Context: an optimization exercise on an open-source flow, tuned for small area, a short achievable clock period and few clock cycles. The choices shown serve that exercise and are no tape-out recipe. No run shown here included a check of the RTL's function; only the layout flow was run. Power is estimated from default activity; no workload was simulated.

### flow/config.mk
export PLATFORM = sky130hd
export DESIGN_NAME = geofence
export DESIGN_NICKNAME = geofence
export VERILOG_FILES = /design/flow/design.v
export SDC_FILE = /design/flow/constraint.sdc
export NUM_CORES = 4
export LEC_CHECK = 0
export ABC_CLOCK_PERIOD_IN_PS = 2500
export CAP_MARGIN = 20
export CORE_MARGIN = 2
export CORE_UTILIZATION = 40
export SETUP_SLACK_MARGIN = 5.0
export SLEW_MARGIN = 20
### flow/constraint.sdc
create_clock -name core_clock -period 8.0 [get_ports {clk}]
set_input_delay 1.6000 -clock core_clock [delete_from_list [all_inputs] [get_ports {clk}]]
set_output_delay 1.6000 -clock core_clock [all_outputs]
set_load 0.01 [all_outputs]
### flow/design.v
module geofence ( clk,reset,X,Y,valid,is_inside);
input clk;
input reset;
input [9:0] X;
input [9:0] Y;
output reg valid;
output reg is_inside;
localparam FIRST = 2'd0, USCAN = 2'd1, WSCAN = 2'd2, MULW = 2'd3;
reg [3:0] cnt;
reg [9:0] px, py;        
reg [21:0] q5;           
reg [29:0] q4;           
reg [25:0] q3, q2, q1, q0;   
reg [15:0] m;            
reg [1:0] st;
reg pass;                
reg two;
reg [3:0] si, sj;        
reg [2:0] pcnt;          
reg [2:0] wcnt;          
reg have_u, have_w, more;
reg [3:0] bcnt;          
reg signed [10:0] ux, uy, wx, wy;
reg signed [12:0] acc;
reg done, res;           
wire signed [10:0] dx = {1'b0, X} - {1'b0, px};
wire signed [10:0] dy = {1'b0, Y} - {1'b0, py};
wire signed [10:0] vx = q5[21:11];
wire signed [10:0] vy = q5[10:0];
wire signed [12:0] ex = vx;
wire signed [12:0] ey = vy;
wire [7:0] b;
assign b[0] = vy > 11'sd0;                   
assign b[1] = 2 * ey >= ex;                  
assign b[2] = ey >= ex;                      
assign b[3] = ey >= 2 * ex;                  
assign b[4] = vx <= 11'sd0;                  
assign b[5] = ey + 2 * ex <= 13'sd0;         
assign b[6] = ey + ex <= 13'sd0;             
assign b[7] = 2 * ey + ex <= 13'sd0;         
function [15:0] onehot;
    input [7:0] c;
    integer n;
    begin
        for (n = 0; n < 7; n = n + 1) begin
            onehot[n] = c[n] & ~c[n+1];
            onehot[n+8] = ~c[n] & c[n+1];
        end
        onehot[7] = c[7] & c[0];
        onehot[15] = ~c[7] & ~c[0];
    end
endfunction
function [3:0] encode;
    input [15:0] h;
    begin
        encode[0] = h[1] | h[3] | h[5] | h[7] | h[9] | h[11] | h[13] | h[15];
        encode[1] = h[2] | h[3] | h[6] | h[7] | h[10] | h[11] | h[14] | h[15];
        encode[2] = h[4] | h[5] | h[6] | h[7] | h[12] | h[13] | h[14] | h[15];
        encode[3] = |h[15:8];
    end
endfunction
wire [15:0] h4 = onehot(q4[29:22]);
wire [15:0] me = m | h4;
genvar k;
wire [15:0] z = ~me;
wire [31:0] zz = {z, z};
wire [15:0] r7, r8;
generate
    for (k = 0; k < 16; k = k + 1) begin : g_run
        assign r7[k] = &zz[k+6:k];
        assign r8[k] = &zz[k+7:k];
    end
endgenerate
wire out = |r8;
wire amb = ~out & (|r7);
wire lo = |r7[7:0];
wire [3:0] s = encode(lo ? {8'd0, r7[7:0]} : r7);
wire in_i = (q0[25:22] == si);
wire in_j = (q0[25:22] == sj);
wire signed [10:0] qx = q0[21:11];
wire signed [10:0] qy = q0[10:0];
wire last = (bcnt == 4'd10);
wire mdone = (bcnt == 4'd11);
wire signed [12:0] ta = wy[0] ? ux : 13'sd0;
wire signed [12:0] tb = wx[0] ? uy : 13'sd0;
wire signed [12:0] sum = last ? (acc - ta + tb) : (acc + ta - tb);
wire nonneg = ~acc[12];
wire slow = (cnt == 4'd9) & ~valid;
always @(posedge clk or posedge reset) begin
    if (reset) begin
        cnt <= 4'd0;
        valid <= 1'b0;
    end else begin
        if (cnt == 4'd8) begin
            cnt <= 4'd9;
            valid <= ~amb;
        end else if (cnt == 4'd9) begin
            if (valid) begin
                cnt <= 4'd0;
                valid <= 1'b0;
            end else if (done)
                valid <= 1'b1;
        end else
            cnt <= cnt + 4'd1;
    end
end
task finish_run;
    input outside;
    begin
        if (outside & two & ~pass) begin
            pass <= 1'b1;
            si <= sj;
            sj <= si;
            st <= FIRST;
            pcnt <= 3'd0;
            have_u <= 1'b0;
            have_w <= 1'b0;
            more <= 1'b0;
            bcnt <= 4'd15;
        end
    end
endtask
always @(posedge clk) begin
    if (cnt == 4'd0) begin
        px <= X;
        py <= Y;
    end
    q5 <= (cnt >= 4'd7) ? q0[21:0] : {dx, dy};
    q4 <= {b, q5};
    q3 <= {encode(h4), q4[21:0]};
    q2 <= q3; q1 <= q2; q0 <= q1;
    if (cnt == 4'd3)
        m <= h4;
    else if ((cnt >= 4'd4) & (cnt <= 4'd8))
        m <= me;
    if (cnt == 4'd8)
        is_inside <= ~out;
    else if (done)
        is_inside <= res;
end
always @(*) begin
    done = 1'b0;
    res = 1'b0;
    if (slow) begin
        case (st)
        FIRST: if ((pcnt == 3'd6) & mdone) begin
                if (nonneg)
                    res = 1'b1;
                if (nonneg | ~more)
                    done = ~(two & ~pass & ~nonneg);
            end
        USCAN: if (pcnt == 3'd6) done = ~(two & ~pass);
        MULW: if (mdone & nonneg) begin
                done = 1'b1;
                res = 1'b1;
            end
        default: ;
        endcase
    end
end
always @(posedge clk) begin
    if (~slow) begin
        si <= s - 4'd1;
        sj <= s + 4'd7;
        two <= lo & (|r7[15:8]);
        st <= FIRST;
        pass <= 1'b0;
        pcnt <= 3'd0;
        have_u <= 1'b0;
        have_w <= 1'b0;
        more <= 1'b0;
        bcnt <= 4'd15;
    end else begin
        if (bcnt <= 4'd10) begin
            bcnt <= bcnt + 4'd1;
            acc <= last ? sum : (sum >>> 1);
            wx <= wx >>> 1;
            wy <= wy >>> 1;
        end
        case (st)
        FIRST: begin
            if (pcnt != 3'd6) begin
                pcnt <= pcnt + 3'd1;
                if (in_i) begin
                    if (~have_u) begin
                        ux <= qx;
                        uy <= qy;
                        have_u <= 1'b1;
                    end else
                        more <= 1'b1;
                end
                if (in_j) begin
                    if (~have_w) begin
                        wx <= qx;
                        wy <= qy;
                        have_w <= 1'b1;
                    end else
                        more <= 1'b1;
                end
            end
            if (have_u & have_w & (bcnt == 4'd15)) begin
                bcnt <= 4'd0;
                acc <= 13'sd0;
            end
            if ((pcnt == 3'd6) & mdone) begin
                if (nonneg)
                    finish_run(1'b0);
                else if (~more)
                    finish_run(1'b1);
                else begin
                    st <= USCAN;
                    pcnt <= 3'd0;
                end
            end
        end
        USCAN: begin
            if (pcnt == 3'd6)
                finish_run(1'b1);
            else begin
                pcnt <= pcnt + 3'd1;
                if (in_i) begin
                    ux <= qx;
                    uy <= qy;
                    wcnt <= 3'd0;
                    st <= WSCAN;
                end
            end
        end
        WSCAN: begin
            wcnt <= wcnt + 3'd1;
            if (in_j) begin
                wx <= qx;
                wy <= qy;
                acc <= 13'sd0;
                bcnt <= 4'd0;
                st <= MULW;
            end else if (wcnt == 3'd5)
                st <= USCAN;
        end
        MULW: begin
            if (mdone) begin
                if (nonneg)
                    finish_run(1'b0);
                else
                    st <= (wcnt == 3'd6) ? USCAN : WSCAN;
            end
        end
        endcase
    end
end
endmodule
### flow/run.sh
#!/bin/bash
# synth_recipe.tcl (not shown) runs the flow's synth.tcl, then flattens the netlist and writes it again
# the make line also repeats each setting of config.mk as NAME=value (left out here)
make -C /OpenROAD-flow-scripts/flow DESIGN_CONFIG=/design/flow/config.mk WORK_HOME=/design/flow/orfs CLKGATE_MAP_FILE= SYNTH_SCRIPT=/design/flow/synth_recipe.tcl finish
==> metrics.md, run 1 <==
| Metric | Value |
|---|---|
| Area of all sequential standard cells | `6710 um2` |
| Area occupied by multi-input gates | `8190 um2` |
| Setup repair after global routing missed its margin | `true` |
| Share of async-settable or async-resettable flops after synthesis | `1.79%` |
| Worst hold slack | `320 ps` |
| Count of inserted antenna diode cells | `0` |
| Type of element capturing the critical path | `register` |
| Critical register-to-register path startpoint | `wx[0]$_DFFE_PP_` |
| Final estimated routing congestion in global placement | `0.872` |
| Largest cells by area after synthesis | `sky130_fd_sc_hd__dfxtp_1 23%, sky130_fd_sc_hd__edfxtp_1 21%, sky130_fd_sc_hd__ha_1 10%` |
| Final Hold Vio Count | `0` |
| Number of nets with antenna violations after routing | `0` |
| Share of the synthesized area in the top cell type | `22.7%` |
| Most common cell in the synthesized netlist | `sky130_fd_sc_hd__dfxtp_1` |
| Routed wire length | `33500 um` |
| Number of enable-type register cells in the synthesized netlist | `106` |
| Count of yosys warnings during synthesis | `1` |
| Beginning of the critical path | `wx[0]$_DFFE_PP_` |
| Final number of max-transition violations | `0` |
| Number of detailed-routing iterations run before antenna repair | `6` |
| Final worst clock skew | `19.7 ps` |
| Die W | `197 um` |
| Global-route wire length before repair | `54600 um` |
| Post-cts hold buffer count | `0` |
| Synth cell types | `80` |
| Total via count after detailed routing | `10900` |
| Core Area | `36700 um2` |
| Worst setup path category | `reg2reg` |
| Class of the tightest hold or removal check | `reg2reg` |
| Worst voltage drop across the vdd grid | `0.204 mV` |
| Result of the run | `timing/DRC/antenna clean` |
| Row count | `70` |
| Final #Nets | `1726` |
| Worst Hold Launch | `q2[23]$_DFF_P_` |
| Total GRT Usage | `17.1%` |
| Seq/Total Area, Yosys | `44.9%` |
| Worst setup SP type | `register` |
| Drc violations | `0` |
| Total of endpoints with negative setup slack in the final report | `0` |
| Highest clock rate | `0.302 GHz` |
| Total global routing overflow | `0` |
| Post-synthesis register bit count | `280` |
| Later-pin clock latency in the skew report | `550 ps` |
| Initial core utilization | `40.6%` |
| HPWL reported at the end of detailed placement | `23800 um` |
| Critical-path cell with the highest stage delay | `sky130_fd_sc_hd__fa_1` |
| Endpoint arrival time on the critical path | `3610 ps` |
| Slowest cell delay on critical path | `550 ps` |
| Clock transition at the registers of the reported paths | `70 ps` |
| TritonCTS clock tree | `yes` |
| Largest area contributor in the synthesized netlist | `sky130_fd_sc_hd__dfxtp_1` |
| Post-synthesis cell count | `1507` |
| Number of global-route vias before repair | `10900` |
| Clock Sink Count | `280` |
| Port Buffers | `23` |
| Inserted Clock Buffers | `29` |
| Critical Path RT | `8300 ps` |
| Die Y-Extent | `197 um` |
| Routed length per instance | `16.4 um` |
| Commonest register cell after synthesis | `sky130_fd_sc_hd__dfxtp_1` |
| Post-Syn Area per Cell | `9.90 um2` |
| Fraction of final layout cells sized beyond drive strength 1 | `14.8%` |
| Final critical-path required period | `3310 ps` |
| Detailed Route Iter0 Violations | `622` |
| Maximum fanout encountered on the critical timing path | `7` |
| Die area | `38800 um2` |
| Total nets after synthesis | `1678` |
| Total Neg Setup Slack | `0 ps` |
| Post-route fraction of the period consumed by the critical path | `41.3%` |
| Largest net degree at the start of global routing | `59` |
| Clk Tree Root Cell | `sky130_fd_sc_hd__clkbuf_16` |
| Leakage power figure | `7.15 nW` |
| Reported max-cap violation count | `0` |
| Worst rel slew slack | `29.4%` |
| Overall power of the completed layout | `6.65 mW` |
| Synth top cells by count | `169 x sky130_fd_sc_hd__dfxtp_1, 139 x sky130_fd_sc_hd__inv_1, 125 x sky130_fd_sc_hd__nand2_1, 120 x sky130_fd_sc_hd__ha_1` |
| Antenna violations before repair | `1` |
| Filler cells | `3320` |
| Slew at the pin closest to its max-slew limit | `1060 ps` |
| Max clock buf depth | `3` |
| Netlist Area Pre-Place | `14900 um2` |
| Deepest level of the CTS H-tree | `1` |
| I/O pin count | `24` |
| Critical path, cell by cell | `nand2_2, fa_1, inv_2, fa_2, a211oi_4, o21ai_2, a311oi_4, o21bai_2, a2111oi_2, nor3_1, a31o_1` |
| Mean number of vias per cell | `5.32` |
| Power Density | `377 nW/um2` |
| Layout-stage area growth over the synthesis result | `18.4%` |
[critical path: cells and delay by family, from the launching register on]
family	cells	cell delay [ps]
AOI/OAI and AO/OA	6	1310
and+or+nand+nor	2	200
adders and majority gates	2	960
DFF	1	530
buffers and inverters	1	60
[routing by layer]
| layer | routed length (um) | GRT usage (%) |
|---|---|---|
| met5 | 13 | 0 |
| met4 | 528 | 3.84 |
| met3 | 1090 | 2.08 |
| met2 | 16400 | 30.1 |
| met1 | 15400 | 22.4 |
[timing repair]
action / 4_1_cts / 5_1_grt
pin swaps: 35 / 31
resized for setup: 75 / 71
setup endpoints to repair: 28 / 25
hold endpoints to repair: 0 / 0
setup buffers: 24 / 11
[logic make-up (layout without fill, tap and decap cells)]
family                     after synthesis  count (layout)  share of synthesized area [%]
muxes                                   28              28                           1.97
DFF                                    280             280                           44.9
AOI/OAI and AO/OA                      364             364                           16.3
xor gates and xnor gates                52              52                           3.05
and+or+nand+nor                        444             444                           15.0
buffers and inverters                  190             261                           4.86
adders and majority gates              149             149                           14.0
[registers in the layout, summed over array words and instances, names as in the netlist, 13 cells and up]
name,cells
q1,26
q3,26
q0,26
q4,30
q2,26
acc,13
m,16
q5,22
[stage by stage]
stage	instances	setup slack, ps	cell area, um2	utilization (%)
6_report	2046	4690	17700	48.1
2_1_floorplan	1507	4710	15100	-
3_3_place_gp	1956	4030	15700	42.9
5_1_grt	2046	4530	17700	48.1
4_1_cts	2034	4620	17200	47.0
3_5_place_dp	1956	3980	15700	42.9
[path summary, 6_finish.rpt]
| kind | to | slack, ps | cells after the start |
|---|---|---|---|
| worst max-delay path | acc[12]$_DFFE_PP_ | 4690 | 11 |
| worst min register to register | q1[23]$_DFF_P_ | 320 | 0 |
| max in group asynchronous | valid$_DFFE_PP0P_ | 6590 | 2 |
| min in group asynchronous | cnt[0]$_DFFE_PP0P_ | 1240 | 2 |
| worst min-delay path | q1[23]$_DFF_P_ | 320 | 0 |
| worst max register to register | acc[12]$_DFFE_PP_ | 4690 | 11 |
[where the power goes]
group / switching, mW / leakage, nW / internal, mW
Sequential: 0.463 / 2.45 / 2.07
Combinational: 1.50 / 4.18 / 1.19
Clock: 0.578 / 0.517 / 0.843
Total: 2.54 / 7.15 / 4.10
[cells in the final DEF, fill, tap and decap left out, drive strengths merged, types with 7 or more instances in the layout]
| cell type | instances |
|---|---|
| edfxtp | 106 |
| inv | 146 |
| or2 | 9 |
| nand4 | 15 |
| or3 | 11 |
| a31oi | 17 |
| nand3 | 21 |
| a21oi | 71 |
| clkbuf | 42 |
| o31ai | 16 |
| o211ai | 13 |
| nand2 | 125 |
| clkdlybuf4s50 | 11 |
| nor2 | 106 |
| and3 | 7 |
| a211oi | 26 |
| nor2b | 36 |
| o21a | 23 |
| nor3b | 14 |
| a2111oi | 11 |
| a311oi | 9 |
| buf | 43 |
| a21o | 24 |
| mux2i | 26 |
| o21bai | 13 |
| fa | 29 |
| nand2b | 17 |
| xnor2 | 42 |
| and2 | 12 |
| dfxtp | 169 |
| o21ai | 83 |
| ha | 120 |
| nor4 | 14 |
| nor3 | 38 |
| xor2 | 10 |
| clkinv | 9 |
[layout make-up]
cell class / instances / share of cell area (%)
inverters: 142 / 3.16
multi-input cells: 1037 / 46.4
well taps: 468 / 3.32
clock inverters: 15 / 0.737
flip-flops and latches: 280 / 38.0
clock buffers: 39 / 5.17
repair buffers: 65 / 3.23
==> inputs of run 2 (changes only) <==
--- a/flow/config.mk
+++ b/flow/config.mk
@@ -6,8 +6,8 @@
 export NUM_CORES = 4
 export LEC_CHECK = 0
-export ABC_CLOCK_PERIOD_IN_PS = 2500
+export ABC_CLOCK_PERIOD_IN_PS = 3000
 export CAP_MARGIN = 20
 export CORE_MARGIN = 2
 export CORE_UTILIZATION = 40
-export SETUP_SLACK_MARGIN = 5.0
+export SETUP_SLACK_MARGIN = 4.5
 export SLEW_MARGIN = 20
==> metrics.md, run 2 <==
| Metric | Value |
|---|---|
| Result of the run | `timing/DRC/antenna clean` |
| Count of yosys warnings during synthesis | `1` |
| Final critical-path required period | `3400 ps` |
| Total GRT Usage | `16.8%` |
| Row count | `70` |
| Worst voltage drop across the vdd grid | `0.214 mV` |
| Die W | `197 um` |
| Total global routing overflow | `0` |
| Total Neg Setup Slack | `0 ps` |
| Final Hold Vio Count | `0` |
| Reported max-cap violation count | `0` |
| Worst setup SP type | `primary input` |
| Setup repair after global routing missed its margin | `true` |
| Post-synthesis register bit count | `280` |
| Power Density | `381 nW/um2` |
| Leakage power figure | `6.83 nW` |
| Clk Tree Root Cell | `sky130_fd_sc_hd__clkbuf_16` |
| Highest clock rate | `0.294 GHz` |
| Core Area | `36700 um2` |
| Worst rel slew slack | `26.4%` |
| Critical path, cell by cell | `clkdlybuf4s50_1, inv_1, ha_1, fa_1, nor2b_1, o21ai_1, a21boi_1, o21a_1, o21a_1, o31a_1, o41ai_1` |
| Final estimated routing congestion in global placement | `0.879` |
| Commonest register cell after synthesis | `sky130_fd_sc_hd__dfxtp_1` |
| Die Y-Extent | `197 um` |
| Most common cell in the synthesized netlist | `sky130_fd_sc_hd__dfxtp_1` |
| Most frequent standard cell in the layout excluding fill and tap cells | `sky130_fd_sc_hd__dfxtp_1` |
| Routed length per instance | `16.1 um` |
| Detailed Route Iter0 Violations | `580` |
| Port Buffers | `23` |
| Antenna violations before repair | `0` |
| Most frequent cells in the layout | `169 x sky130_fd_sc_hd__dfxtp_1, 139 x sky130_fd_sc_hd__inv_1, 125 x sky130_fd_sc_hd__nand2_1` |
| Later-pin clock latency in the skew report | `540 ps` |
| Synth cell types | `80` |
| Final number of max-transition violations | `0` |
| Endpoint arrival time on the critical path | `3780 ps` |
| Post-route fraction of the period consumed by the critical path | `42.5%` |
| Slowest cell delay on critical path | `480 ps` |
| Most flops, register | `q4` |
| Largest cells by area after synthesis | `sky130_fd_sc_hd__dfxtp_1 23%, sky130_fd_sc_hd__edfxtp_1 21%, sky130_fd_sc_hd__ha_1 10%` |
| Post-placement cell area | `15600 um2` |
| Class of the tightest hold or removal check | `reg2reg` |
| Deepest level of the CTS H-tree | `1` |
| Initial core utilization | `40.6%` |
| Type of element capturing the critical path | `register` |
| Synth top cells by count | `169 x sky130_fd_sc_hd__dfxtp_1, 139 x sky130_fd_sc_hd__inv_1, 125 x sky130_fd_sc_hd__nand2_1, 120 x sky130_fd_sc_hd__ha_1` |
| Seq/Total Area, Yosys | `44.9%` |
| Slew at the pin closest to its max-slew limit | `1100 ps` |
| TritonCTS clock tree | `yes` |
| Share of async-settable or async-resettable flops after synthesis | `1.79%` |
| Top delay family on crit path | `compound AO/OA/AOI/OAI gates` |
| Clock transition at the registers of the reported paths | `60 ps` |
| Final cell area excluding filler cells | `16700 um2` |
| Buffers plus inverters on the worst setup path | `2` |
| Final worst clock skew | `11.0 ps` |
| Most common cell on crit path | `sky130_fd_sc_hd__o21a_1` |
| Critical-path cell with the highest stage delay | `sky130_fd_sc_hd__clkdlybuf4s50_1` |
| Count of inserted antenna diode cells | `0` |
| Fraction of final layout cells sized beyond drive strength 1 | `6.02%` |
| Routed wire length | `32500 um` |
| Mean number of vias per cell | `5.31` |
| Largest area contributor in the synthesized netlist | `sky130_fd_sc_hd__dfxtp_1` |
| Number of nets with antenna violations after routing | `0` |
| Number of flip-flops under the largest register name | `30` |
| Post-synthesis cell count | `1507` |
| Layout-stage area growth over the synthesis result | `11.7%` |
| Inserted Clock Buffers | `29` |
| Worst setup path category | `in2reg` |
| HPWL reported at the end of detailed placement | `23900 um` |
| Number of global-route vias before repair | `10700` |
| Total of endpoints with negative setup slack in the final report | `0` |
| Share of the synthesized area in the top cell type | `22.7%` |
| Critical Path RT | `8380 ps` |
| Global-route wire length before repair | `53800 um` |
| Maximum fanout encountered on the critical timing path | `4` |
| Die area | `38800 um2` |
| Clock Sink Count | `280` |
| Final #Nets | `1695` |
| Max clock buf depth | `3` |
| Netlist Area Pre-Place | `14900 um2` |
| Largest net degree at the start of global routing | `59` |
| Post-Syn Area per Cell | `9.90 um2` |
| Number of detailed-routing iterations run before antenna repair | `5` |
| Total nets after synthesis | `1678` |
| Total via count after detailed routing | `10700` |
| Number of enable-type register cells in the synthesized netlist | `106` |
| Setup slack, reg-to-reg | `4610 ps` |
| Drc violations | `0` |
| I/O pin count | `24` |
-- run 2: cell types whose count changed in the layout (fill, tap and decap cells not counted), sizes merged --
cell / previous run / this run
buf: 43 / 11
clkdlybuf4s50: 11 / 23
clkinv: 9 / 5
dlymetal6s2s: 4 / 0
dlygate4sd2: 3 / 0
clkbuf: 42 / 44
bufinv: 1 / 0
clkdlybuf4s15: 1 / 0
clkinvlp: 1 / 0
-- run 2: layout make-up --
type | instances | area [um2]
inverter | 142 | 533
fill | 3463 | 20000
tap | 468 | 586
clock buffer | 44 | 875
timing repair buffer | 34 | 313
sequential | 280 | 6690
clock inverter | 9 | 65.1
multi-input combinational | 1037 | 7600
-- run 2: through the flow --
step	power (mW)	worst slack [ps]	instances	hold slack, ps	utilization (%)
2_1_floorplan	4.34	4550	1507	310	-
3_3_place_gp	4.97	4070	1955	310	42.5
3_5_place_dp	5.03	4020	1956	312	42.5
4_1_cts	6.37	4540	2014	321	45.2
5_1_grt	6.82	4440	2014	324	45.4
6_report	6.34	4600	2014	320	45.4
-- run 2: power breakdown --
group	internal (mW)	total [mW]	switching [mW]
Clock	0.759	1.31	0.551
Sequential	2.07	2.52	0.458
Combinational	1.07	2.51	1.44
Total	3.90	6.34	2.45
-- run 2: logic make-up after synthesis --
| family | count (synthesis) | synth area share, % |
|---|---|---|
| xor+xnor | 52 | 3.05 |
| mux | 28 | 1.97 |
| buf+inv | 190 | 4.86 |
| compound gates | 364 | 16.3 |
| flops | 280 | 44.9 |
| simple gates | 444 | 15.0 |
| fa+ha+maj | 149 | 14.0 |
-- run 2: worst paths after layout --
check / start / depth (start not counted) / endpoint
setup / recovery: X[0] / 11 / q5[21]$_DFF_P_
hold / removal: q2[19]$_DFF_P_ / 0 / q1[19]$_DFF_P_
setup reg to reg: wy[0]$_DFFE_PP_ / 12 / acc[12]$_DFFE_PP_
hold reg to reg: q2[19]$_DFF_P_ / 0 / q1[19]$_DFF_P_
max in group asynchronous: reset / 2 / valid$_DFFE_PP0P_
min in group asynchronous: reset / 2 / cnt[0]$_DFFE_PP0P_
-- run 2: per-layer routing --
layer	part of all wire, %	GRT usage [%]	vias up	wire, um
met5	0	0	-	0
met4	1.5	3.90	0	497
met3	3.0	1.84	36	969
met2	48	29.6	142	15700
met1	47	22.3	5154	15400
li1	-	-	5368	-
-- run 2: what timing repair did --
item	CTS	global route
gates resized for setup	2	14
buffers inserted	5	0
setup endpoints to repair	4	9
hold buffers	0	0
pin swaps	2	4
==> inputs of run 3 (changes only) <==
--- a/flow/design.v
+++ b/flow/design.v
@@ -16,5 +16,5 @@
 reg pass;                
 reg two;
-reg [3:0] si, sj;        
+reg [3:0] rs;            
 reg [2:0] pcnt;          
 reg [2:0] wcnt;          
@@ -22,8 +22,31 @@
 reg [3:0] bcnt;          
 reg signed [10:0] ux, uy, wx, wy;
-reg signed [12:0] acc;
+reg signed [12:0] acc, d;
 reg done, res;           
-wire signed [10:0] dx = {1'b0, X} - {1'b0, px};
-wire signed [10:0] dy = {1'b0, Y} - {1'b0, py};
+function [10:0] sub10;
+    input [9:0] a, b;
+    reg [10:0] g, p, gn, pn;
+    integer l, j;
+    begin
+        g = {a & ~b, 1'b1};
+        p = {~(a ^ b), 1'b0};
+        for (l = 1; l < 16; l = l * 2) begin
+            for (j = 0; j < 11; j = j + 1) begin
+                if (j >= l) begin
+                    gn[j] = g[j] | (p[j] & g[j-l]);
+                    pn[j] = p[j] & p[j-l];
+                end else begin
+                    gn[j] = g[j];
+                    pn[j] = p[j];
+                end
+            end
+            g = gn;
+            p = pn;
+        end
+        sub10 = {~g[10], ~(a ^ b) ^ g[9:0]};
+    end
+endfunction
+wire signed [10:0] dx = sub10(X, px);
+wire signed [10:0] dy = sub10(Y, py);
 wire signed [10:0] vx = q5[21:11];
 wire signed [10:0] vy = q5[10:0];
@@ -76,13 +99,16 @@
 wire lo = |r7[7:0];
 wire [3:0] s = encode(lo ? {8'd0, r7[7:0]} : r7);
-wire in_i = (q0[25:22] == si);
-wire in_j = (q0[25:22] == sj);
+wire in_i = (q0[25:22] == rs);
+wire in_j = (q0[25:22] == {~rs[3], rs[2:0]});
 wire signed [10:0] qx = q0[21:11];
 wire signed [10:0] qy = q0[10:0];
-wire last = (bcnt == 4'd10);
-wire mdone = (bcnt == 4'd11);
-wire signed [12:0] ta = wy[0] ? ux : 13'sd0;
-wire signed [12:0] tb = wx[0] ? uy : 13'sd0;
-wire signed [12:0] sum = last ? (acc - ta + tb) : (acc + ta - tb);
+wire lastbit = (bcnt == 4'd10);
+wire mdone = (bcnt == 4'd12);
+wire wtake = (st == WSCAN) & in_j;
+wire yb = wtake ? qy[0] : wy[0];
+wire xb = wtake ? qx[0] : wx[0];
+wire signed [12:0] ta = yb ? ux : 13'sd0;
+wire signed [12:0] tb = xb ? uy : 13'sd0;
+wire signed [12:0] sum = acc + d;
 wire nonneg = ~acc[12];
 wire slow = (cnt == 4'd9) & ~valid;
@@ -110,6 +136,5 @@
         if (outside & two & ~pass) begin
             pass <= 1'b1;
-            si <= sj;
-            sj <= si;
+            rs[3] <= ~rs[3];
             st <= FIRST;
             pcnt <= 3'd0;
@@ -128,5 +153,5 @@
     q5 <= (cnt >= 4'd7) ? q0[21:0] : {dx, dy};
     q4 <= {b, q5};
-    q3 <= {encode(h4), q4[21:0]};
+    q3 <= {encode({h4[14:0], h4[15]}), q4[21:0]};
     q2 <= q3; q1 <= q2; q0 <= q1;
     if (cnt == 4'd3)
@@ -161,6 +186,5 @@
 always @(posedge clk) begin
     if (~slow) begin
-        si <= s - 4'd1;
-        sj <= s + 4'd7;
+        rs <= s;
         two <= lo & (|r7[15:8]);
         st <= FIRST;
@@ -172,9 +196,15 @@
         bcnt <= 4'd15;
     end else begin
-        if (bcnt <= 4'd10) begin
+        if (bcnt <= 4'd11) begin
             bcnt <= bcnt + 4'd1;
-            acc <= last ? sum : (sum >>> 1);
+            d <= lastbit ? (tb - ta) : (ta - tb);
             wx <= wx >>> 1;
             wy <= wy >>> 1;
+            if (bcnt == 4'd0)
+                acc <= 13'sd0;
+            else if (bcnt == 4'd11)
+                acc <= sum;
+            else
+                acc <= sum >>> 1;
         end
         case (st)
@@ -199,8 +229,6 @@
                 end
             end
-            if (have_u & have_w & (bcnt == 4'd15)) begin
+            if (have_u & have_w & (bcnt == 4'd15))
                 bcnt <= 4'd0;
-                acc <= 13'sd0;
-            end
             if ((pcnt == 3'd6) & mdone) begin
                 if (nonneg)
@@ -230,8 +258,9 @@
             wcnt <= wcnt + 3'd1;
             if (in_j) begin
-                wx <= qx;
-                wy <= qy;
+                wx <= qx >>> 1;
+                wy <= qy >>> 1;
+                d <= ta - tb;
                 acc <= 13'sd0;
-                bcnt <= 4'd0;
+                bcnt <= 4'd1;
                 st <= MULW;
             end else if (wcnt == 3'd5)
--- a/flow/config.mk
+++ b/flow/config.mk
@@ -6,8 +6,8 @@
 export NUM_CORES = 4
 export LEC_CHECK = 0
-export ABC_CLOCK_PERIOD_IN_PS = 3000
+export ABC_CLOCK_PERIOD_IN_PS = 2500
 export CAP_MARGIN = 20
 export CORE_MARGIN = 2
 export CORE_UTILIZATION = 40
-export SETUP_SLACK_MARGIN = 4.5
+export SETUP_SLACK_MARGIN = 5.0
 export SLEW_MARGIN = 20
==> metrics.md, run 3 <==
| Metric | Value |
|---|---|
| Later-pin clock latency in the skew report | `570 ps` |
| Port Buffers | `23` |
| Utilization after layout | `47.7%` |
| Layout-stage area growth over the synthesis result | `18.4%` |
| Share of async-settable or async-resettable flops after synthesis | `1.73%` |
| Cell-internal power | `3.93 mW` |
| Drc violations | `0` |
| Post-Syn Area per Cell | `9.83 um2` |
| Routed length on met1 | `15100 um` |
| Final estimated routing congestion in global placement | `0.880` |
| Total nets after synthesis | `1645` |
| Metal3 WL | `1210 um` |
| Synth top cells by count | `169 x sky130_fd_sc_hd__dfxtp_1, 152 x sky130_fd_sc_hd__nand2_1, 130 x sky130_fd_sc_hd__ha_1, 115 x sky130_fd_sc_hd__edfxtp_1, 111 x sky130_fd_sc_hd__a21oi_1` |
| Worst voltage drop across the vdd grid | `0.240 mV` |
| Non-filler instance count after layout | `2033` |
| Worst Hold Launch | `q3[7]$_DFF_P_` |
| Area occupied by multi-input gates | `7610 um2` |
| Most frequent standard cell in the layout excluding fill and tap cells | `sky130_fd_sc_hd__dfxtp_1` |
| Result of the run | `timing/DRC/antenna clean` |
| Final number of max-transition violations | `0` |
| Power Density | `361 nW/um2` |
| Count of yosys warnings during synthesis | `1` |
| Fraction of final layout cells sized beyond drive strength 1 | `13.2%` |
| Total GRT Usage | `17.5%` |
| Post-synthesis cell count | `1487` |
| Area of all sequential standard cells | `6970 um2` |
| Seq/Total Area, Yosys | `47.6%` |
| Top delay family on crit path | `compound AO/OA/AOI/OAI gates` |
| Worst setup SP type | `register` |
| Antenna violations before repair | `0` |
| Total of endpoints with negative setup slack in the final report | `0` |
| Die W | `195 um` |
| Top Layer Used | `met4` |
| Highest clock rate | `0.247 GHz` |
| Detailed Route Iter0 Violations | `513` |
| Filler cells | `3390` |
| Largest net degree at the start of global routing | `52` |
| Count of inserted antenna diode cells | `0` |
| Commonest register cell after synthesis | `sky130_fd_sc_hd__dfxtp_1` |
| Buffers plus inverters on the worst setup path | `1` |
| Critical Path RT | `8320 ps` |
| Total global routing overflow | `0` |
| Max clock buf depth | `3` |
| Slowest cell delay on critical path | `580 ps` |
| Total Neg Setup Slack | `0 ps` |
| Initial core utilization | `40.3%` |
| Maximum fanout encountered on the critical timing path | `6` |
| Critical register-to-register path startpoint | `rs[1]$_DFFE_PN_` |
| Core Area | `36300 um2` |
| Overall power of the completed layout | `6.25 mW` |
| Post-route fraction of the period consumed by the critical path | `50.7%` |
| Netlist Area Pre-Place | `14600 um2` |
| Setup repair after global routing missed its margin | `true` |
| Worst rel slew slack | `30.6%` |
| TritonCTS clock tree | `yes` |
| Switching share of power | `37.0%` |
| Number of global-route vias before repair | `10900` |
| Mean number of vias per cell | `5.38` |
| Total via count after detailed routing | `10900` |
| Worst Setup Slack post-DPL | `3230 ps` |
| Critical-path cell with the highest stage delay | `sky130_fd_sc_hd__or4_4` |
| Final Hold Vio Count | `0` |
| Number of nets with antenna violations after routing | `0` |
| Row count | `70` |
| Class of the tightest hold or removal check | `reg2reg` |
| Endpoint arrival time on the critical path | `4380 ps` |
| Final #Nets | `1699` |
| HPWL reported at the end of detailed placement | `23500 um` |
| Inserted Clock Buffers | `30` |
| Switching Power | `2.31 mW` |
| Met2 wirelength from detailed routing | `16400 um` |
| Routed wire length | `33600 um` |
| Power share of the combinational group | `35.6%` |
| Final critical-path required period | `4060 ps` |
| Deepest level of the CTS H-tree | `1` |
| Critical path, cell by cell | `xor2_2, or4_4, nor2_8, mux2_4, nand2_4, ha_4, inv_2, fa_2, a21o_1, a21oi_2, nor2b_1, o21a_1, o41ai_4, o21ai_2, a221o_1, a22o_1` |
| Worst hold slack | `316 ps` |
| Reported max-cap violation count | `0` |
| Synth cell types | `72` |
| Die area | `38100 um2` |
| Final cell area excluding filler cells | `17300 um2` |
| Worst setup path category | `reg2reg` |
| Final worst clock skew | `26.3 ps` |
| Clock power frac | `23.6%` |
| Most common cell in the synthesized netlist | `sky130_fd_sc_hd__dfxtp_1` |
| Die Y-Extent | `195 um` |
| Part of the total power dissipated in sequential elements | `40.8%` |
| Most frequent cells in the layout | `164 x sky130_fd_sc_hd__dfxtp_1, 148 x sky130_fd_sc_hd__nand2_1, 115 x sky130_fd_sc_hd__edfxtp_1` |
| Global-route wire length before repair | `55000 um` |
| Slew at the pin closest to its max-slew limit | `1040 ps` |
| Largest area contributor in the synthesized netlist | `sky130_fd_sc_hd__edfxtp_1` |
| Post-synthesis register bit count | `289` |
| I/O pin count | `24` |
| Cells after DPL | `1935` |
| Beginning of the critical path | `rs[1]$_DFFE_PN_` |
| Worst path setup slack after routing | `3940 ps` |
| Type of element capturing the critical path | `register` |
| Leakage power figure | `7.00 nW` |
| Share of the synthesized area in the top cell type | `23.6%` |
| Most flops, register | `q4` |
| Number of flip-flops under the largest register name | `30` |
| Number of enable-type register cells in the synthesized netlist | `115` |
| Clk Tree Root Cell | `sky130_fd_sc_hd__clkbuf_16` |
| Routed length per instance | `16.5 um` |
| Post-placement cell area | `15500 um2` |
| Clock transition at the registers of the reported paths | `60 ps` |
| Number of detailed-routing iterations run before antenna repair | `5` |
| Largest cells by area after synthesis | `sky130_fd_sc_hd__edfxtp_1 24%, sky130_fd_sc_hd__dfxtp_1 23%, sky130_fd_sc_hd__ha_1 11%` |
| Clock Sink Count | `289` |
run 3: changes by cell type in the layout (fill, tap and decap cells not counted), sizes merged, moves of 11 or more:
cell           delta
a211oi           -19
a21o             +11
a21oi            +40
a221o            +23
buf              +44
clkdlybuf4s50    -11
fa               -23
inv              -34
mux2i            -17
nand2            +27
run 3: kinds of logic (layout without fill, tap and decap cells):
family | after synthesis | after routing | synth area share (%)
compound gates | 405 | 405 | 18.1
xor+xnor | 55 | 55 | 3.30
fa+ha+maj | 136 | 136 | 12.0
buf+inv | 159 | 236 | 4.09
flops | 289 | 289 | 47.6
mux | 12 | 12 | 0.873
simple gates | 431 | 432 | 14.0
run 3: repair_timing:
item / in CTS / in global routing
setup buffers: 31 / 10
hold buffers: 0 / 0
cloned: 1 / 0
resized for setup: 64 / 47
pin swaps: 27 / 21
endpoints found under the setup margin: 26 / 33
run 3: final timing paths:
check / cells past startpoint / end / slack [ps]
min in group asynchronous: 2 / cnt[2]$_DFFE_PP0P_ / 1230
max: 16 / d[10]$_DFFE_PP_ / 3940
min: 0 / q2[7]$_DFF_P_ / 320
min reg2reg: 0 / q2[7]$_DFF_P_ / 320
max in group asynchronous: 2 / valid$_DFFE_PP0P_ / 6590
max reg2reg: 16 / d[10]$_DFFE_PP_ / 3940
run 3: power by group through the flow:
stage               Combinational [mW]  Sequential [mW]  Clock (mW)
floorplan                         1.66             2.34           0
global placement                  2.03             2.55           0
detailed placement                2.07             2.56           0
CTS                               2.16             2.54        1.52
global route                      2.51             2.61        1.57
finish                            2.22             2.55        1.48
run 3: layout make-up:
| type | instances | share of cell area [%] |
|---|---|---|
| clock buffers | 43 | 5.77 |
| clock inverters | 13 | 0.607 |
| inverters | 106 | 2.41 |
| multi-input cells | 1040 | 44.0 |
| flip-flops and latches | 289 | 40.2 |
| well taps | 468 | 3.38 |
| repair buffers | 74 | 3.63 |
run 3: layer usage:
layer / vias up / track usage, %
met4: 0 / 6.22
met1: 5191 / 22.6
met3: 56 / 1.80
li1: 5464 / -
met5: - / 0
met2: 223 / 30.6
==> inputs of run 4 (changes only) <==
--- a/flow/config.mk
+++ b/flow/config.mk
@@ -6,5 +6,5 @@
 export NUM_CORES = 4
 export LEC_CHECK = 0
-export ABC_CLOCK_PERIOD_IN_PS = 2500
+export ABC_CLOCK_PERIOD_IN_PS = 1800
 export CAP_MARGIN = 20
 export CORE_MARGIN = 2
==> metrics.md, run 4 <==
| Metric | Value |
|---|---|
| Result of the run | `timing/DRC/antenna clean` |
| Overall power of the completed layout | `6.25 mW` |
| Critical Path RT | `8320 ps` |
| Type of element capturing the critical path | `register` |
| Number of flip-flops under the largest register name | `30` |
| Fraction of final layout cells sized beyond drive strength 1 | `13.2%` |
| Post-Syn Area per Cell | `9.83 um2` |
| Die W | `195 um` |
| Count of yosys warnings during synthesis | `1` |
| Worst rel slew slack | `30.6%` |
| Post-route fraction of the period consumed by the critical path | `50.7%` |
| Largest area contributor in the synthesized netlist | `sky130_fd_sc_hd__edfxtp_1` |
| Number of enable-type register cells in the synthesized netlist | `115` |
| Most frequent cells in the layout | `164 x sky130_fd_sc_hd__dfxtp_1, 148 x sky130_fd_sc_hd__nand2_1, 115 x sky130_fd_sc_hd__edfxtp_1` |
| Number of global-route vias before repair | `10900` |
| Final critical-path required period | `4060 ps` |
| Endpoint arrival time on the critical path | `4380 ps` |
| Drc violations | `0` |
| Total of endpoints with negative setup slack in the final report | `0` |
| Share of async-settable or async-resettable flops after synthesis | `1.73%` |
| Worst hold slack | `316 ps` |
| Die Y-Extent | `195 um` |
| Most common cell in the synthesized netlist | `sky130_fd_sc_hd__dfxtp_1` |
| Number of nets with antenna violations after routing | `0` |
| Initial core utilization | `40.3%` |
| Row count | `70` |
| Final number of max-transition violations | `0` |
| Total global routing overflow | `0` |
| Synth cell types | `72` |
| Total GRT Usage | `17.5%` |
| Worst setup SP type | `register` |
| Reported max-cap violation count | `0` |
| Commonest register cell after synthesis | `sky130_fd_sc_hd__dfxtp_1` |
| Length in cells of the worst reg-to-reg path | `16` |
| Inserted Clock Buffers | `30` |
| Synth top cells by count | `169 x sky130_fd_sc_hd__dfxtp_1, 152 x sky130_fd_sc_hd__nand2_1, 130 x sky130_fd_sc_hd__ha_1, 115 x sky130_fd_sc_hd__edfxtp_1, 111 x sky130_fd_sc_hd__a21oi_1` |
| Netlist Area Pre-Place | `14600 um2` |
| Slew at the pin closest to its max-slew limit | `1040 ps` |
| Worst Hold Launch | `q3[7]$_DFF_P_` |
| Leakage power figure | `7.00 nW` |
| Max clock buf depth | `3` |
| Detailed Route Iter0 Violations | `513` |
| HPWL reported at the end of detailed placement | `23500 um` |
| Port Buffers | `23` |
| Largest net degree at the start of global routing | `52` |
| Class of the tightest hold or removal check | `reg2reg` |
| Later-pin clock latency in the skew report | `570 ps` |
| Utilization after layout | `47.7%` |
| Total via count after detailed routing | `10900` |
| Share of the synthesized area in the top cell type | `23.6%` |
| Final #Nets | `1699` |
| Number of detailed-routing iterations run before antenna repair | `5` |
| Post-placement cell area | `15500 um2` |
| Min-Delay Path Depth | `0` |
| Clk Tree Root Cell | `sky130_fd_sc_hd__clkbuf_16` |
| Routed wire length | `33600 um` |
| Total nets after synthesis | `1645` |
| Final cell area excluding filler cells | `17300 um2` |
| Global-route wire length before repair | `55000 um` |
| Critical register-to-register path startpoint | `rs[1]$_DFFE_PN_` |
| Clock transition at the registers of the reported paths | `60 ps` |
| I/O pin count | `24` |
| Post-synthesis register bit count | `289` |
| Total Neg Setup Slack | `0 ps` |
| Setup repair after global routing missed its margin | `true` |
| Seq/Total Area, Yosys | `47.6%` |
| Count of inserted antenna diode cells | `0` |
| Clock Sink Count | `289` |
| Maximum fanout encountered on the critical timing path | `6` |
| Die area | `38100 um2` |
| Worst voltage drop across the vdd grid | `0.240 mV` |
| Power Density | `361 nW/um2` |
| Antenna violations before repair | `0` |
| Destination of the worst register-to-register timing path | `d[10]$_DFFE_PP_` |
| Setup slack, reg-to-reg | `3940 ps` |
| Mean number of vias per cell | `5.38` |
| Routed length per instance | `16.5 um` |
| Core Area | `36300 um2` |
| Post-synthesis cell count | `1487` |
| Worst setup path category | `reg2reg` |
| Layout-stage area growth over the synthesis result | `18.4%` |
| Most flops, register | `q4` |
| Highest clock rate | `0.247 GHz` |
| Hold EP | `q2[7]$_DFF_P_` |
| Final estimated routing congestion in global placement | `0.880` |
| Final worst clock skew | `26.3 ps` |
| Final Hold Vio Count | `0` |
| Largest cells by area after synthesis | `sky130_fd_sc_hd__edfxtp_1 24%, sky130_fd_sc_hd__dfxtp_1 23%, sky130_fd_sc_hd__ha_1 11%` |
| Most frequent standard cell in the layout excluding fill and tap cells | `sky130_fd_sc_hd__dfxtp_1` |
| Deepest level of the CTS H-tree | `1` |
| TritonCTS clock tree | `yes` |
[run 4: stage by stage]
stage,std cells,setup WS (ps)
after floorplan,1487,3900
after global placement,1935,3310
after detailed placement,1935,3230
after CTS,2023,3960
after global routing,2033,3810
final,2033,3940
[run 4: power breakdown]
part	internal (mW)	switching (mW)
clock	0.882	0.596
combinational	0.952	1.27
sequential	2.10	0.447
total	3.93	2.31
[run 4: metal layers]
metal | up-vias | GRT usage [%] | wire length, um
li1 | 5464 | - | -
met1 | 5191 | 22.6 | 15100
met2 | 223 | 30.6 | 16400
met3 | 56 | 1.80 | 1210
met4 | 0 | 6.22 | 850
met5 | - | 0 | 0
[run 4: logic make-up after synthesis]
logic type	synth area share, %
compound gates	18.1
xor+xnor	3.30
fa+ha+maj	12.0
buf+inv	4.09
flops	47.6
mux	0.873
simple gates	14.0
[run 4: layout make-up]
class                      count  area [um2]
fill                        3390       18900
multi-input combinational   1040        7610
sequential                   289        6970
clock buffer                  43        1000
timing repair buffer          74         628
tap                          468         586
inverter                     106         417
clock inverter                13         105
[run 4: how the worst max path moves through the flow]
stage / start / end / cells after the start
2_1_floorplan: rs[2]$_DFFE_PN_ / d[10]$_DFFE_PP_ / 18
3_3_place_gp: rs[2]$_DFFE_PN_ / d[10]$_DFFE_PP_ / 16
3_5_place_dp: rs[2]$_DFFE_PN_ / d[10]$_DFFE_PP_ / 16
4_1_cts: rs[1]$_DFFE_PN_ / d[10]$_DFFE_PP_ / 16
5_1_grt: rs[1]$_DFFE_PN_ / d[10]$_DFFE_PP_ / 14
6_report: rs[1]$_DFFE_PN_ / d[10]$_DFFE_PP_ / 16
[run 4: critical path, cell delays in order, from the launching register on]
cell	delay, ps
sky130_fd_sc_hd__edfxtp_1	410
sky130_fd_sc_hd__xor2_2	190
sky130_fd_sc_hd__or4_4	580
sky130_fd_sc_hd__nor2_8	190
sky130_fd_sc_hd__mux2_4	370
sky130_fd_sc_hd__nand2_4	90
sky130_fd_sc_hd__ha_4	130
sky130_fd_sc_hd__inv_2	40
sky130_fd_sc_hd__fa_2	330
sky130_fd_sc_hd__a21o_1	170
sky130_fd_sc_hd__a21oi_2	160
sky130_fd_sc_hd__nor2b_1	60
sky130_fd_sc_hd__o21a_1	210
sky130_fd_sc_hd__o41ai_4	300
sky130_fd_sc_hd__o21ai_2	100
sky130_fd_sc_hd__a221o_1	290
sky130_fd_sc_hd__a22o_1	190
[run 4: what timing repair did]
item                       4_1_cts  5_1_grt
setup buffers                   31       10
hold buffers                     0        0
setup endpoints to repair       26       33
resized for setup               64       47
pin swaps                       27       21
gates cloned                     1        0
==> inputs of run 5 (changes only) <==
--- a/flow/design.v
+++ b/flow/design.v
@@ -105,9 +105,8 @@
 wire lastbit = (bcnt == 4'd10);
 wire mdone = (bcnt == 4'd12);
-wire wtake = (st == WSCAN) & in_j;
-wire yb = wtake ? qy[0] : wy[0];
-wire xb = wtake ? qx[0] : wx[0];
-wire signed [12:0] ta = yb ? ux : 13'sd0;
-wire signed [12:0] tb = xb ? uy : 13'sd0;
+wire yb = (st == WSCAN) ? qy[0] : wy[0];
+wire xb = (st == WSCAN) ? qx[0] : wx[0];
+wire signed [12:0] ta = (lastbit ? xb : yb) ? (lastbit ? uy : ux) : 11'sd0;
+wire signed [12:0] tb = (lastbit ? yb : xb) ? (lastbit ? ux : uy) : 11'sd0;
 wire signed [12:0] sum = acc + d;
 wire nonneg = ~acc[12];
@@ -196,7 +195,8 @@
         bcnt <= 4'd15;
     end else begin
+        if ((bcnt <= 4'd11) | (st == WSCAN))
+            d <= ta - tb;
         if (bcnt <= 4'd11) begin
             bcnt <= bcnt + 4'd1;
-            d <= lastbit ? (tb - ta) : (ta - tb);
             wx <= wx >>> 1;
             wy <= wy >>> 1;
@@ -260,5 +260,4 @@
                 wx <= qx >>> 1;
                 wy <= qy >>> 1;
-                d <= ta - tb;
                 acc <= 13'sd0;
                 bcnt <= 4'd1;
--- a/flow/config.mk
+++ b/flow/config.mk
@@ -6,5 +6,5 @@
 export NUM_CORES = 4
 export LEC_CHECK = 0
-export ABC_CLOCK_PERIOD_IN_PS = 1800
+export ABC_CLOCK_PERIOD_IN_PS = 2500
 export CAP_MARGIN = 20
 export CORE_MARGIN = 2
==> metrics.md, run 5 <==
| Metric | Value |
|---|---|
| Result of the run | `timing/DRC/antenna clean` |
| Fraction of the mapped netlist area in adder cells | `10.8%` |
| Commonest register cell after synthesis | `sky130_fd_sc_hd__dfxtp_1` |
| Number of enable-type register cells in the synthesized netlist | `115` |
| Critical Path RT | `8440 ps` |
| Clk Tree Root Cell | `sky130_fd_sc_hd__clkbuf_16` |
| Count of yosys warnings during synthesis | `1` |
| Worst setup path category | `reg2reg` |
| Share of async-settable or async-resettable flops after synthesis | `1.73%` |
| Worst voltage drop across the vdd grid | `0.256 mV` |
| Combinational family with the most area after synthesis | `compound AO/OA/AOI/OAI gates` |
| Share of the synthesized area in the top cell type | `23.2%` |
| Inserted Clock Buffers | `31` |
| Utilization after layout | `47.2%` |
| Worst hold slack | `318 ps` |
| Synth top cells by count | `169 x sky130_fd_sc_hd__dfxtp_1, 160 x sky130_fd_sc_hd__nand2_1, 120 x sky130_fd_sc_hd__ha_1, 115 x sky130_fd_sc_hd__edfxtp_1` |
| Slew at the pin closest to its max-slew limit | `1010 ps` |
| Final number of max-transition violations | `0` |
| Worst setup SP type | `register` |
| Largest area contributor in the synthesized netlist | `sky130_fd_sc_hd__edfxtp_1` |
| HPWL reported at the end of detailed placement | `24600 um` |
| Row count | `70` |
| Largest net degree at the start of global routing | `49` |
| Die area | `38700 um2` |
| Final critical-path required period | `3060 ps` |
| Total of endpoints with negative setup slack in the final report | `0` |
| Number of global-route vias before repair | `10900` |
| Fraction of synthesized cell area in xor and xnor cells | `2.24%` |
| Share of cell area taken by muxes after synthesis | `0.884%` |
| Total GRT Usage | `18.1%` |
| Maximum fanout encountered on the critical timing path | `4` |
| Routed length per instance | `17.1 um` |
| Most frequent cells in the layout | `157 x sky130_fd_sc_hd__nand2_1, 156 x sky130_fd_sc_hd__dfxtp_1, 115 x sky130_fd_sc_hd__edfxtp_1` |
| Most flops, register | `q4` |
| Post-synthesis register bit count | `289` |
| Largest cells by area after synthesis | `sky130_fd_sc_hd__edfxtp_1 23%, sky130_fd_sc_hd__dfxtp_1 23%, sky130_fd_sc_hd__ha_1 10%` |
| Post-Syn Area per Cell | `9.82 um2` |
| Detailed Route Iter0 Violations | `821` |
| Simple logic cell fraction of the synthesized area | `16.7%` |
| Final worst clock skew | `19.1 ps` |
| Buffers plus inverters on the worst setup path | `2` |
| Count of inserted antenna diode cells | `0` |
| Clock transition at the registers of the reported paths | `60 ps` |
| Highest clock rate | `0.327 GHz` |
| Worst rel slew slack | `32.6%` |
| Final cell area excluding filler cells | `17300 um2` |
| Fraction of final layout cells sized beyond drive strength 1 | `12.2%` |
| Post-route fraction of the period consumed by the critical path | `38.3%` |
| Number of detailed-routing iterations run before antenna repair | `7` |
| Die W | `197 um` |
| Type of element capturing the critical path | `register` |
| Top delay family on crit path | `compound AO/OA/AOI/OAI gates` |
| Total via count after detailed routing | `11300` |
| Die Y-Extent | `197 um` |
| Netlist Area Pre-Place | `14900 um2` |
| Synth cell types | `93` |
| Post-placement cell area | `15700 um2` |
| Global-route wire length before repair | `57300 um` |
| Total nets after synthesis | `1661` |
| Most common cell in the synthesized netlist | `sky130_fd_sc_hd__dfxtp_1` |
| Post-cts hold buffer count | `0` |
| Routed wire length | `35000 um` |
| Layout-stage area growth over the synthesis result | `16.1%` |
| Leakage power figure | `6.92 nW` |
| Total Neg Setup Slack | `0 ps` |
| Final #Nets | `1702` |
| Final Hold Vio Count | `0` |
| I/O pin count | `24` |
| Class of the tightest hold or removal check | `reg2reg` |
| Slowest cell delay on critical path | `390 ps` |
| TritonCTS clock tree | `yes` |
| Number of nets with antenna violations after routing | `0` |
| Core Area | `36600 um2` |
| Reported max-cap violation count | `0` |
| Antenna violations before repair | `0` |
| Number of cells on the critical path | `16` |
| Final estimated routing congestion in global placement | `0.863` |
| Max clock buf depth | `3` |
| Min-Delay Path Depth | `0` |
| Deepest level of the CTS H-tree | `1` |
| Number of flip-flops under the largest register name | `30` |
| Mean number of vias per cell | `5.53` |
| Length in cells of the worst reg-to-reg path | `16` |
| Initial core utilization | `40.6%` |
| Share of the synthesized area in compound gates (AO/OA/AOI/OAI) | `18.7%` |
| Critical path, cell by cell | `inv_2, ha_4, mux2i_2, nor2_4, a21oi_1, nor2_1, ha_2, inv_2, fa_2, a21o_1, a21oi_2, o21bai_1, a21oi_2, o21ai_2, a2111oi_2, or3_1` |
| Later-pin clock latency in the skew report | `570 ps` |
| Post-synthesis cell count | `1514` |
| Drc violations | `0` |
| Seq/Total Area, Yosys | `46.8%` |
| Endpoint arrival time on the critical path | `3510 ps` |
| Total global routing overflow | `0` |
| Setup repair after global routing missed its margin | `true` |
| Power Density | `372 nW/um2` |
| Clock Sink Count | `289` |
| Most frequent standard cell in the layout excluding fill and tap cells | `sky130_fd_sc_hd__nand2_1` |
| Port Buffers | `23` |
| Critical-path cell with the highest stage delay | `sky130_fd_sc_hd__fa_2` |
[run 5: changes by cell type in the layout (fill, tap and decap cells not counted), moves of 6 or more]
cell                       change
sky130_fd_sc_hd__a211oi_1     +14
sky130_fd_sc_hd__nor3_1       +14
sky130_fd_sc_hd__xnor2_1      -14
sky130_fd_sc_hd__inv_1        -13
sky130_fd_sc_hd__a21oi_1      -12
sky130_fd_sc_hd__nand2_1       +9
sky130_fd_sc_hd__and2b_1       +8
sky130_fd_sc_hd__buf_6         -8
sky130_fd_sc_hd__dfxtp_1       -8
sky130_fd_sc_hd__nor2_1        -8
sky130_fd_sc_hd__o31ai_1       +8
sky130_fd_sc_hd__a31oi_1       +7
sky130_fd_sc_hd__and2_1        -6
sky130_fd_sc_hd__o211ai_1      +6
[run 5: cell families after synthesis]
group / after synthesis
AOI/OAI and AO/OA: 410
xor gates and xnor gates: 38
adders and majority gates: 125
buffers and inverters: 150
DFF: 289
muxes: 13
and+or+nand+nor: 489
[run 5: final timing paths]
path,slack (ps),end,start
max in group asynchronous,6540,valid$_DFFE_PP0P_,reset
setup reg to reg,4940,d[12]$_DFFE_PP_,st[0]$_SDFFE_PN0P_
hold / removal,320,q2[22]$_DFF_P_,q3[22]$_DFF_P_
min in group asynchronous,1260,cnt[2]$_DFFE_PP0P_,reset
setup / recovery,4940,d[12]$_DFFE_PP_,st[0]$_SDFFE_PN0P_
hold reg to reg,320,q2[22]$_DFF_P_,q3[22]$_DFF_P_
[run 5: final cells by class]
type,instances,area [um2]
clock inverters,14,131
inverters,94,370
multi-input cells,1076,7650
well taps,468,586
clock buffers,44,1010
repair buffers,63,526
fillers,3371,19300
flip-flops and latches,289,6990
[run 5: routing by layer]
| layer | part of all wire, % | vias to the layer above | global-route usage [%] | wire length, um |
|---|---|---|---|---|
| li1 | - | 5607 | - | - |
| met1 | 47 | 5394 | 25.0 | 16600 |
| met2 | 46 | 262 | 30.1 | 16200 |
| met3 | 4.5 | 53 | 2.36 | 1560 |
| met4 | 1.9 | 0 | 4.37 | 667 |
| met5 | 0 | - | 0 | 0 |
[run 5: power by group]
| group | internal [mW] | switching [mW] |
|---|---|---|
| clock network | 0.925 | 0.597 |
| registers | 2.10 | 0.493 |
| logic | 0.974 | 1.34 |
| total | 4.00 | 2.43 |
[run 5: worst reg2reg max path, delay by kind of cell (launching register included)]
| family | cells | cell delay (ps) |
|---|---|---|
| multiplexers | 1 | 170 |
| buffers and inverters | 2 | 100 |
| flip-flops | 1 | 360 |
| AND/OR/NAND/NOR | 3 | 430 |
| AO/OA/AOI/OAI | 7 | 1060 |
| adder cells (fa/ha/maj) | 3 | 790 |
[run 5: what timing repair did]
| item | 4_1_cts | 5_1_grt |
|---|---|---|
| setup endpoints to repair | 24 | 37 |
| buffers inserted | 12 | 17 |
| pin swaps | 17 | 36 |
| resized for setup | 48 | 48 |
| gates cloned | 1 | 0 |
[run 5: metrics by stage]
step / std cells / total power, mW / setup WS [ps]
after floorplan: 1514 / 4.17 / 4640
after global placement: 1959 / 4.79 / 3610
after detailed placement: 1959 / 4.85 / 3500
after CTS: 2030 / 6.40 / 4840
after global routing: 2048 / 6.90 / 4760
final: 2048 / 6.42 / 4940
==> inputs of run 6 (changes only) <==
--- a/flow/config.mk
+++ b/flow/config.mk
@@ -6,5 +6,4 @@
 export NUM_CORES = 4
 export LEC_CHECK = 0
-export ABC_CLOCK_PERIOD_IN_PS = 2500
 export CAP_MARGIN = 20
 export CORE_MARGIN = 2
==> metrics.md, run 6 <==
| Metric | Value |
|---|---|
| Die W | `197 um` |
| Core Area | `36600 um2` |
| Largest area contributor in the synthesized netlist | `sky130_fd_sc_hd__edfxtp_1` |
| Drc violations | `0` |
| TritonCTS clock tree | `yes` |
| Worst setup SP type | `register` |
| Mean number of vias per cell | `5.53` |
| Type of element capturing the critical path | `register` |
| Fraction of final layout cells sized beyond drive strength 1 | `12.2%` |
| Total of endpoints with negative setup slack in the final report | `0` |
| Clock Sink Count | `289` |
| Synth top cells by count | `169 x sky130_fd_sc_hd__dfxtp_1, 160 x sky130_fd_sc_hd__nand2_1, 120 x sky130_fd_sc_hd__ha_1, 115 x sky130_fd_sc_hd__edfxtp_1` |
| HPWL reported at the end of detailed placement | `24600 um` |
| Most flops, register | `q4` |
| Final estimated routing congestion in global placement | `0.863` |
| Number of global-route vias before repair | `10900` |
| Initial core utilization | `40.6%` |
| Inserted Clock Buffers | `31` |
| Routed wire length | `35000 um` |
| Final #Nets | `1702` |
| Port Buffers | `23` |
| Most common cell in the synthesized netlist | `sky130_fd_sc_hd__dfxtp_1` |
| Length in cells of the worst reg-to-reg path | `16` |
| Most frequent cells in the layout | `157 x sky130_fd_sc_hd__nand2_1, 156 x sky130_fd_sc_hd__dfxtp_1, 115 x sky130_fd_sc_hd__edfxtp_1` |
| Share of the synthesized area in the top cell type | `23.2%` |
| Clock power frac | `23.7%` |
| Overall power of the completed layout | `6.42 mW` |
| Total GRT Usage | `18.1%` |
| Post-synthesis register bit count | `289` |
| Number of enable-type register cells in the synthesized netlist | `115` |
| Layout-stage area growth over the synthesis result | `16.1%` |
| Worst setup path category | `reg2reg` |
| Class of the tightest hold or removal check | `reg2reg` |
| Largest cells by area after synthesis | `sky130_fd_sc_hd__edfxtp_1 23%, sky130_fd_sc_hd__dfxtp_1 23%, sky130_fd_sc_hd__ha_1 10%` |
| Later-pin clock latency in the skew report | `570 ps` |
| Part of the total power dissipated in sequential elements | `40.3%` |
| Total via count after detailed routing | `11300` |
| Leakage power figure | `6.92 nW` |
| Post-cts hold buffer count | `0` |
| Result of the run | `timing/DRC/antenna clean` |
| Switching share of power | `37.8%` |
| Count of yosys warnings during synthesis | `1` |
| Total global routing overflow | `0` |
| Power share of the combinational group | `36.0%` |
| Most frequent standard cell in the layout excluding fill and tap cells | `sky130_fd_sc_hd__nand2_1` |
| Maximum fanout encountered on the critical timing path | `4` |
| Worst rel slew slack | `32.6%` |
| Clock transition at the registers of the reported paths | `60 ps` |
| Highest clock rate | `0.327 GHz` |
| Final worst clock skew | `19.1 ps` |
| Final critical-path required period | `3060 ps` |
| Critical Path RT | `8440 ps` |
| Commonest register cell after synthesis | `sky130_fd_sc_hd__dfxtp_1` |
| Final Hold Vio Count | `0` |
| Synth cell types | `93` |
| Switching Power | `2.43 mW` |
| Reported max-cap violation count | `0` |
| Setup repair after global routing missed its margin | `true` |
| Number of nets with antenna violations after routing | `0` |
| Count of inserted antenna diode cells | `0` |
| Routed length per instance | `17.1 um` |
| Die Y-Extent | `197 um` |
| Clk Tree Root Cell | `sky130_fd_sc_hd__clkbuf_16` |
| Worst voltage drop across the vdd grid | `0.256 mV` |
| Netlist Area Pre-Place | `14900 um2` |
| Power Density | `372 nW/um2` |
| I/O pin count | `24` |
| Final cell area excluding filler cells | `17300 um2` |
| Min-Delay Path Depth | `0` |
| Global-route wire length before repair | `57300 um` |
| Max clock buf depth | `3` |
| Number of flip-flops under the largest register name | `30` |
| Largest net degree at the start of global routing | `49` |
| Deepest level of the CTS H-tree | `1` |
| Final number of max-transition violations | `0` |
| Slew at the pin closest to its max-slew limit | `1010 ps` |
| Row count | `70` |
| Endpoint arrival time on the critical path | `3510 ps` |
| Seq/Total Area, Yosys | `46.8%` |
| Post-synthesis cell count | `1514` |
| Detailed Route Iter0 Violations | `821` |
| Total Neg Setup Slack | `0 ps` |
| Antenna violations before repair | `0` |
| Die area | `38700 um2` |
| Cell-internal power | `4.00 mW` |
| Post-Syn Area per Cell | `9.82 um2` |
| Total nets after synthesis | `1661` |
| Number of detailed-routing iterations run before antenna repair | `7` |
| Post-placement cell area | `15700 um2` |
| Share of async-settable or async-resettable flops after synthesis | `1.73%` |
| Post-route fraction of the period consumed by the critical path | `38.3%` |
==> run 6: cell counts after synthesis <==
No cell type changed its count.
==> run 6: layout make-up <==
| cell class | count | area, um2 |
|---|---|---|
| multi-input combinational | 1076 | 7650 |
| clock inverter | 14 | 131 |
| timing repair buffer | 63 | 526 |
| tap | 468 | 586 |
| fill | 3371 | 19300 |
| sequential | 289 | 6990 |
| inverter | 94 | 370 |
| clock buffer | 44 | 1010 |
==> run 6: worst max-delay path, cell delays in order, from the launching register on <==
cell                        delay, ps
sky130_fd_sc_hd__dfxtp_2          360
sky130_fd_sc_hd__inv_2             60
sky130_fd_sc_hd__ha_4             200
sky130_fd_sc_hd__mux2i_2          170
sky130_fd_sc_hd__nor2_4           140
sky130_fd_sc_hd__a21oi_1           80
sky130_fd_sc_hd__nor2_1           130
sky130_fd_sc_hd__ha_2             200
sky130_fd_sc_hd__inv_2             40
sky130_fd_sc_hd__fa_2             390
sky130_fd_sc_hd__a21o_1           170
sky130_fd_sc_hd__a21oi_2          150
sky130_fd_sc_hd__o21bai_1         100
sky130_fd_sc_hd__a21oi_2          160
sky130_fd_sc_hd__o21ai_2          110
sky130_fd_sc_hd__a2111oi_2        290
sky130_fd_sc_hd__or3_1            150
==> run 6: worst paths after layout <==
path / startpoint / end / slack [ps]
max: st[0]$_SDFFE_PN0P_ / d[12]$_DFFE_PP_ / 4940
min: q3[22]$_DFF_P_ / q2[22]$_DFF_P_ / 320
max reg2reg: st[0]$_SDFFE_PN0P_ / d[12]$_DFFE_PP_ / 4940
min reg2reg: q3[22]$_DFF_P_ / q2[22]$_DFF_P_ / 320
max in group asynchronous: reset / valid$_DFFE_PP0P_ / 6540
min in group asynchronous: reset / cnt[2]$_DFFE_PP0P_ / 1260
==> run 6: logic make-up after synthesis <==
logic type | share of synthesized area [%]
flops | 46.8
simple gates | 16.7
xor+xnor | 2.24
fa+ha+maj | 10.8
buf+inv | 3.95
compound gates | 18.7
mux | 0.884
==> run 6: power groups by stage <==
stage / clock network, mW / logic [mW] / registers [mW]
after floorplan: 0 / 1.82 / 2.35
final: 1.52 / 2.31 / 2.59
after detailed placement: 0 / 2.23 / 2.62
after global placement: 0 / 2.19 / 2.60
after CTS: 1.56 / 2.25 / 2.59
after global routing: 1.62 / 2.62 / 2.65
==> run 6: stage by stage <==
step,hold WS (ps),instances,util [%],setup WS (ps)
final,318,2048,47.2,4940
after global routing,326,2048,47.2,4760
after CTS,320,2030,46.4,4840
after detailed placement,312,1959,42.8,3500
after global placement,310,1959,42.8,3610
after floorplan,310,1514,-,4640
==> run 6: what timing repair did <==
item / in CTS / in global routing
cloned: 1 / 0
resized for setup: 48 / 48
endpoints found under the setup margin: 24 / 37
pin swaps: 17 / 36
setup buffers: 12 / 17
==> run 6: layer usage <==
metal  wire, um  share of wire, %  GRT usage [%]  up-vias
li1           -                 -              -     5607
met1      16600                47           25.0     5394
met2      16200                46           30.1      262
met3       1560               4.5           2.36       53
met4        667               1.9           4.37        0
met5          0                 0              0        -

[static timing again, ports no longer ideal]
How much do the figures lean on ideal ports? The routed layouts below were timed once more, with nothing changed but the port constraints. Step 1 assumes that a clkbuf_16 drives the clock port and a buf_2 every other input. Step 2 adds t to the input delays and takes it off the output delays; t is the mean of the earliest and latest rising clock arrival at the registers after step 1. Input paths then give back, and output paths get back, about the clock's delay inside the block. Slacks: no drivers / after step 1 / after step 2; pairs: no drivers / after step 1.
run	t (ns)	setup WS [ns]	worst setup path at the end
run 1	0.590	4.692 / 4.692 / 4.491	input to register
run 2	0.587	4.601 / 4.610 / 4.046	input to register
run 3	0.611	3.944 / 3.944 / 3.944	register to register
run 4	0.611	3.944 / 3.944 / 3.944	register to register
run 5	0.610	4.938 / 4.938 / 4.386	input to register
run 6	0.610	4.938 / 4.938 / 4.386	input to register
After both steps setup and hold are still met in every run listed. The setup slack of run 2, which loses most, moves by +0.009 ns with the drivers and by -0.555 ns with both steps.
